This design comes from an exercise in tuning for small area, a short achievable clock period and few clock cycles on the open sky130 flow, not from production work.
At most, simulation tests tie the RTL to the original design; equivalence was not proved.

==> v38 <==
// conv1_top
module conv1_top #(
    parameter CONV_INPUT_SIZE = 23,
    parameter CONV_OUTPUT_SIZE = 22,
    parameter CONV_OUTPUT_FILTER = 20
)(
    input                     clk,
    input                     rst,
    input                     start,
    output reg         [4: 0] input_addra,
    input  wire signed [15:0] idata,
    output reg  signed [15:0] odata,
    output reg         [4: 0] output_filter,
    output reg         [4: 0] output_addra,
    output reg                done
);
    reg idir;    
    always @(posedge clk) begin
        if (rst) begin
            input_addra <= 5'd0;
            idir <= 1'b0;
        end else if (start) begin
            if (!idir) begin
                if (input_addra == 5'd22) begin
                    input_addra <= 5'd21;
                    idir <= 1'b1;
                end else begin
                    input_addra <= input_addra + 5'd1;
                end
            end else begin
                if (input_addra == 5'd0) begin
                    input_addra <= 5'd1;
                    idir <= 1'b0;
                end else begin
                    input_addra <= input_addra - 5'd1;
                end
            end
  ...
export LEC_CHECK = 0
export CAP_MARGIN = 20
export CORE_MARGIN = 2
export CORE_UTILIZATION = 40
export SLEW_MARGIN = 20
export SYNTH_HIERARCHICAL = 1
create_clock -name core_clock -period 30.0 [get_ports {clk}]
run.sh (not shown) runs the stock make flow with config.mk's settings and CLKGATE_MAP_FILE= SYNTH_SCRIPT=/design/flow/synth_recipe.tcl, a recipe that flattens the netlist after the stock synthesis.
==> v21 (differences from v38) <==
==> flow/flow/run.sh (new file) <==
#!/bin/bash
# Standard ORFS layout, with repair_timing asked for extra setup margin so
# that it sizes the critical paths for a shorter period than the clock's.
set -uo pipefail
MARGIN=$(cat "$(dirname "$0")/margin.txt")
bash standard.sh synth > synth.log 2>&1 || exit 1
bash standard.sh SETUP_SLACK_MARGIN=$MARGIN finish > layout.log 2>&1 || exit 1
==> flow/flow/margin.txt (new file) <==
22.5
==> flow/standard.sh (new file) <==
#!/bin/bash
# synth_recipe.tcl (not shown) runs the flow's synth.tcl, then flattens the netlist and writes it again
# the make line also repeats each setting of config.mk as NAME=value (left out here)
make -C /OpenROAD-flow-scripts/flow DESIGN_CONFIG=/design/flow/config.mk WORK_HOME=/design/flow/orfs CLKGATE_MAP_FILE= SYNTH_SCRIPT=/design/flow/synth_recipe.tcl "${@:-finish}"
removed: flow/run.sh
==> flow_metrics.env <==
export IMPL_final_cell_mix="fa_1 (251), nor2_1 (204), a221oi_1 (118), nand2_1 (101), ha_1 (95)"
export IMPL_syn_to_final_growth_pct=7.60
export IMPL_routed_wl_mm=45.7
export IMPL_grt_antenna_before_repair=0
export IMPL_seq_area_share_pct=12.1
export IMPL_top_layer_used="met4"
export IMPL_tightestPinTransition_ps=1040
export IMPL_grt_pass1_vias=12400
export IMPL_timing_rr_start="fidx[1]$_DFF_P_"
export IMPL_grt_util_met2_pct=39.0
export IMPL_met2_length_mm=21.1
export IMPL_status="timing/DRC/antenna clean"
-- figures above: v21

==> flow_metrics.env <==
export IMPL_top_layer_used="met5"
export IMPL_timing_rr_start="fidx[0]$_DFF_P_"
export IMPL_grt_antenna_before_repair=1
export IMPL_status="timing/DRC/antenna clean"
export IMPL_grt_util_met2_pct=38.8
-- figures above: v38

Testbench counts of v38, summed over its fixed seeds: cycles 21,504.
Testbench counts of v21, summed over its fixed seeds: cycles 21,504.


==> build 11 <==
Another version of the RTL of conv1_top (not shown whole).
## conv1_top
module conv1_top #(
    parameter CONV_INPUT_SIZE = 23,
    parameter CONV_OUTPUT_SIZE = 22,
    parameter CONV_OUTPUT_FILTER = 20
)(
    input                     clk,
    input                     rst,
    input                     start,
    output reg         [4: 0] input_addra,
    input  wire signed [15:0] idata,
    output reg  signed [15:0] odata,
    output reg         [4: 0] output_filter,
    output reg         [4: 0] output_addra,
    output reg                done
);
    reg idir;    
    always @(posedge clk) begin
        if (rst) begin
            input_addra <= 5'd0;
            idir <= 1'b0;
        end else if (start) begin
            if (!idir) begin
                if (input_addra == 5'd22) begin
                    input_addra <= 5'd21;
                    idir <= 1'b1;
                end else begin
                    input_addra <= input_addra + 5'd1;
                end
            end else begin
                if (input_addra == 5'd0) begin
                    input_addra <= 5'd1;
                    idir <= 1'b0;
                end else begin
                    input_addra <= input_addra - 5'd1;
                end
            end
        end
    end
    always @(posedge clk) begin
        if (rst) begin
            output_filter <= 5'd31;
            output_addra <= 5'd5;
        end else if (start) begin
            if (!output_filter[0]) begin
                if (output_addra == 5'd21) output_filter <= output_filter + 5'd1;
                else output_addra <= output_addra + 5'd1;
            end else begin
                if (output_addra == 5'd0) output_filter <= output_filter + 5'd1;
                else output_addra <= output_addra - 5'd1;
            end
        end
  ...
Settings: LEC_CHECK=0, CAP_MARGIN=20, CORE_MARGIN=2, CORE_UTILIZATION=40, CTS_CLUSTER_DIAMETER=300, CTS_CLUSTER_SIZE=60, SLEW_MARGIN=20, SYNTH_HIERARCHICAL=1; clock period 30.0 ns.
standard.sh (not shown) runs the stock make flow with config.mk's settings and CLKGATE_MAP_FILE= SYNTH_SCRIPT=/design/flow/synth_recipe.tcl, a recipe that flattens the netlist after the stock synthesis.
==> flow/flow/run.sh <==
#!/bin/bash
# Standard ORFS layout, with repair_timing asked for extra setup margin so
# that it sizes the critical paths for a shorter period than the clock's.
set -uo pipefail
MARGIN=$(cat "$(dirname "$0")/margin.txt")
bash standard.sh synth > synth.log 2>&1 || exit 1
bash standard.sh SETUP_SLACK_MARGIN=$MARGIN finish > layout.log 2>&1 || exit 1
==> flow/flow/margin.txt <==
23.0
==> build 71: changes against build 11 <==
==> flow/flow/margin.txt (replaced) <==
24.0
--- a/flow/config.mk
+++ b/flow/config.mk
@@ -10,4 +10,2 @@
 export CORE_UTILIZATION = 40
-export CTS_CLUSTER_DIAMETER = 300
-export CTS_CLUSTER_SIZE = 60
 export SLEW_MARGIN = 20
==> run summary <==
In flip-flop and latch count, build 11 and build 71 do not differ. In critical path depth, build 11 and build 71 do not differ. Of build 11 and build 71, build 11 has the higher sequential share of layout area (gap 1.8 points). Against build 71, the via count of build 11 is smaller by about 11%.
No functional check of the RTL was part of any run of this note.


==> inputs of run X <==
Another version of the RTL of conv1_top (not shown whole).
clock: 30.0 ns
lec_check: 0
cap_margin: 20
cell_pad_in_sites_detail_placement: 1
core_margin: 2
core_utilization: 30
gpl_routability_driven: 0
slew_margin: 20
synth_hierarchical: 1
==> flow/flow/run.sh <==
#!/bin/bash
# Standard ORFS layout (the standard.sh), with extra ORFS settings from
# flow/make_args.txt (one NAME=value per line): repair_timing is asked for
# extra setup margin so that it sizes the critical paths for a shorter period
# than the clock's, and the port buffers are plain buffers.
set -uo pipefail
HERE="$(cd "$(dirname "$0")" && pwd)"
ARGS=()
while IFS= read -r line; do
    [[ -n "$line" && "$line" != \#* ]] && ARGS+=("$line")
done < "$HERE/make_args.txt"
bash standard.sh synth > synth.log 2>&1 || exit 1
bash standard.sh "${ARGS[@]}" finish > layout.log 2>&1 || exit 1
==> flow/flow/make_args.txt <==
SETUP_SLACK_MARGIN=23.1
BUFFER_PORTS_ARGS=-buffer_cell sky130_fd_sc_hd__buf_2
==> inputs of run B, as changes to run X <==
--- a/flow/config.mk
+++ b/flow/config.mk
@@ -9,6 +9,5 @@
 export CELL_PAD_IN_SITES_DETAIL_PLACEMENT = 1
 export CORE_MARGIN = 2
-export CORE_UTILIZATION = 30
-export GPL_ROUTABILITY_DRIVEN = 0
+export CORE_UTILIZATION = 40
 export SLEW_MARGIN = 20
 export SYNTH_HIERARCHICAL = 1
==> inputs of run A, as changes to run X <==
==> flow/run.sh (new file) <==
#!/bin/bash
# synth_recipe.tcl (not shown) runs the flow's synth.tcl, then flattens the netlist and writes it again
# the make line also repeats each setting of config.mk as NAME=value (left out here)
make -C /OpenROAD-flow-scripts/flow DESIGN_CONFIG=/design/flow/config.mk WORK_HOME=/design/flow/orfs CLKGATE_MAP_FILE= SYNTH_SCRIPT=/design/flow/synth_recipe.tcl finish
--- a/flow/config.mk
+++ b/flow/config.mk
@@ -10,5 +10,5 @@
 export CORE_MARGIN = 2
 export CORE_UTILIZATION = 30
-export GPL_ROUTABILITY_DRIVEN = 0
+export SETUP_SLACK_MARGIN = 5
 export SLEW_MARGIN = 20
 export SYNTH_HIERARCHICAL = 1
removed: flow/flow/run.sh
removed: flow/flow/make_args.txt
removed: flow/standard.sh
==> inputs of run E, as changes to run X <==
--- a/flow/config.mk
+++ b/flow/config.mk
@@ -10,5 +10,4 @@
 export CORE_MARGIN = 2
 export CORE_UTILIZATION = 30
-export GPL_ROUTABILITY_DRIVEN = 0
 export SLEW_MARGIN = 20
 export SYNTH_HIERARCHICAL = 1
==> run summary <==
In flip-flop and latch count, run X and run A do not differ. Run X passed the timing, design-rule and antenna checks. Run A passed the timing, design-rule and antenna checks. Run B finished with timing, DRC and antenna clean. Run E went through all stages and came out clean. Sequential share of layout area, highest first: run B, run E, run X, run A. Between run X and run A, the lower clock-buffer cell count is in run A (gap 1).
Testbench counts of run X, summed over its fixed seeds: cycles 21,504.
Testbench counts of run B, summed over its fixed seeds: cycles 21,504.
Testbench counts of run A, summed over its fixed seeds: cycles 21,504.
Testbench counts of run E, summed over its fixed seeds: cycles 21,504.


==> trial 68 <==
conv1_top with an RTL version that a note above also has.
export LEC_CHECK = 0
export CAP_MARGIN = 20
export CORE_MARGIN = 2
export CORE_UTILIZATION = 40
export SLEW_MARGIN = 20
export SYNTH_HIERARCHICAL = 1
create_clock -name core_clock -period 30.0 [get_ports {clk}]
==> flow/flow/run.sh <==
#!/bin/bash
# Standard ORFS layout, with repair_timing asked for extra setup margin so
# that it sizes the critical paths for a shorter period than the clock's.
set -uo pipefail
MARGIN=$(cat "$(dirname "$0")/margin.txt")
bash standard.sh synth > synth.log 2>&1 || exit 1
bash standard.sh SETUP_SLACK_MARGIN=$MARGIN finish > layout.log 2>&1 || exit 1
==> flow/flow/margin.txt <==
22.75
==> trial 53: changes against trial 68 <==
==> flow/flow/margin.txt (replaced) <==
23.0
==> run summary <==
quantity                                                                trial 68                       trial 53
Outcome                                                 timing/DRC/antenna clean       timing/DRC/antenna clean
Global-route track usage on met3                                           6.07%                          6.42%
Crit-path max cell delay                                                  430 ps                         360 ps
Clock Skews                                                              20.0 ps                        20.7 ps
Final Cell Area                                                      15700 sq um                    16100 sq um
Number of cells upsized or downsized after cts                                60                            128
Layout buffering overhead excluding clock cells                            5.68%                          6.55%
CP startpoint                                        input_addra[2]$_SDFFE_PP0P_  output_filter[1]$_SDFFE_PP1P_
Proportion of cell area occupied by registers                              12.3%                          12.2%
Slowest cell on the critical path                                        dfxtp_2                        dfxtp_4
Time the worst path needs with I/O delays and setup                      7140 ps                        6970 ps
Sequential Area                                                       1940 sq um                     1960 sq um
Clock-cell share of area                                                   1.91%                          1.87%
No functional check of the RTL was part of any run of this note.


==> indigo <==
conv1_top with an RTL version that a note above also has.
==> flow/config.mk <==
export PLATFORM = sky130hd
export DESIGN_NAME = conv1_top
export DESIGN_NICKNAME = conv1_top
export VERILOG_FILES = /design/flow/design.v
export SDC_FILE = /design/flow/constraint.sdc
export NUM_CORES = 8
export LEC_CHECK = 0
export CAP_MARGIN = 20
export CELL_PAD_IN_SITES_DETAIL_PLACEMENT = 1
export CORE_MARGIN = 2
export CORE_UTILIZATION = 25
export SLEW_MARGIN = 20
export SYNTH_HIERARCHICAL = 1
==> flow/constraint.sdc <==
create_clock -name core_clock -period 30.0 [get_ports {clk}]
set_input_delay 6.0000 -clock core_clock [delete_from_list [all_inputs] [get_ports {clk}]]
set_output_delay 6.0000 -clock core_clock [all_outputs]
set_load 0.01 [all_outputs]
==> flow/flow/run.sh <==
#!/bin/bash
# Standard ORFS layout (the standard.sh), with extra ORFS settings from
# flow/make_args.txt (one NAME=value per line): repair_timing is asked for
# extra setup margin so that it sizes the critical paths for a shorter period
# than the clock's, and the port buffers are plain buffers.
set -uo pipefail
HERE="$(cd "$(dirname "$0")" && pwd)"
ARGS=()
while IFS= read -r line; do
    [[ -n "$line" && "$line" != \#* ]] && ARGS+=("$line")
done < "$HERE/make_args.txt"
bash standard.sh synth > synth.log 2>&1 || exit 1
bash standard.sh "${ARGS[@]}" finish > layout.log 2>&1 || exit 1
==> flow/flow/make_args.txt <==
SETUP_SLACK_MARGIN=23.1
BUFFER_PORTS_ARGS=-buffer_cell sky130_fd_sc_hd__buf_2
==> lagoon (differences from indigo) <==
==> flow/flow/make_args.txt (replaced) <==
SETUP_SLACK_MARGIN=23.2
BUFFER_PORTS_ARGS=-buffer_cell sky130_fd_sc_hd__buf_2
CORE_UTILIZATION = 30   (was 25)
==> harbor (differences from indigo) <==
CORE_UTILIZATION = 30   (was 25)
CTS_BUF_LIST = sky130_fd_sc_hd__clkbuf_8 sky130_fd_sc_hd__clkbuf_16   (was unset)
==> run summary <==
	harbor	lagoon	indigo
Cell area after layout	0.0148 mm^2	0.0150 mm^2	0.0151 mm^2
End point of the critical path	output_filter[3]	output_addra[4]	output_filter[4]
Core occupancy in the finished layout	34.3%	34.7%	28.8%
Total routing usage reported by global routing	19.7%	19.9%	17.2%
Number of placement rows	76	76	84
Signed area change from the synthesized netlist to the final layout	12.0%	13.6%	14.3%
Post-route fraction of the period consumed by the critical path	22.9%	22.8%	22.9%
Violation count after the first detailed-routing iteration	2,313	2,202	2,338
Run status	complete, no violations	complete, no violations	complete, no violations
Non-clock buffer count in the final layout	89	98	95
Fraction of met2 tracks used by global routing	32.2%	32.7%	27.7%
Testbench counts of indigo, summed over its fixed seeds: cycles 21,504.
Testbench counts of lagoon, summed over its fixed seeds: cycles 21,504.
Testbench counts of harbor, summed over its fixed seeds: cycles 21,504.

[re-timing with driven ports]
No port has a modelled driver above. Below, the same layouts with a new extraction and two added sets of constraints.
Step 1, drivers: a clkbuf_16 drives clk and a buf_2 each remaining input, both assumed.
Step 2 moves the port delays by t, midway between the first and last clock arrival at a register: inputs arrive t later, outputs are due t later. That takes back most of the time a late clock gives input paths.
a / b / c = ideal ports / drivers / drivers and shift; a / b = the first two.
run | t, ns | setup WS [ns] | latest minus earliest clock arrival (ns)
v38 | 0.439 | 22.229 / 22.229 / 22.038 | 0.016 / 0.016
v21 | 0.441 | 22.537 / 22.483 / 22.303 | 0.017 / 0.016
build 11 | 0.433 | 23.034 / 22.982 / 22.749 | 0.020 / 0.021
build 71 | 0.423 | 23.136 / 23.087 / 23.248 | 0.021 / 0.020
run X | 0.426 | 23.132 / 23.082 / 22.955 | 0.015 / 0.015
run B | 0.433 | 23.107 / 23.054 / 22.872 | 0.026 / 0.025
run A | 0.423 | 22.287 / 22.287 / 22.287 | 0.013 / 0.013
run E | 0.421 | 23.132 / 23.084 / 22.907 | 0.015 / 0.015
trial 68 | 0.433 | 22.856 / 22.802 / 22.507 | 0.020 / 0.020
trial 53 | 0.433 | 23.034 / 22.982 / 22.749 | 0.020 / 0.021
indigo | 0.430 | 23.131 / 23.085 / 22.916 | 0.015 / 0.015
lagoon | 0.423 | 23.146 / 23.098 / 22.931 | 0.013 / 0.014
harbor | 0.421 | 23.132 / 23.084 / 22.907 | 0.015 / 0.015
After both steps setup and hold are still met in every run listed. For trial 68, which loses most, drivers alone change the setup slack by -0.054 ns; drivers and shift together by -0.349 ns.
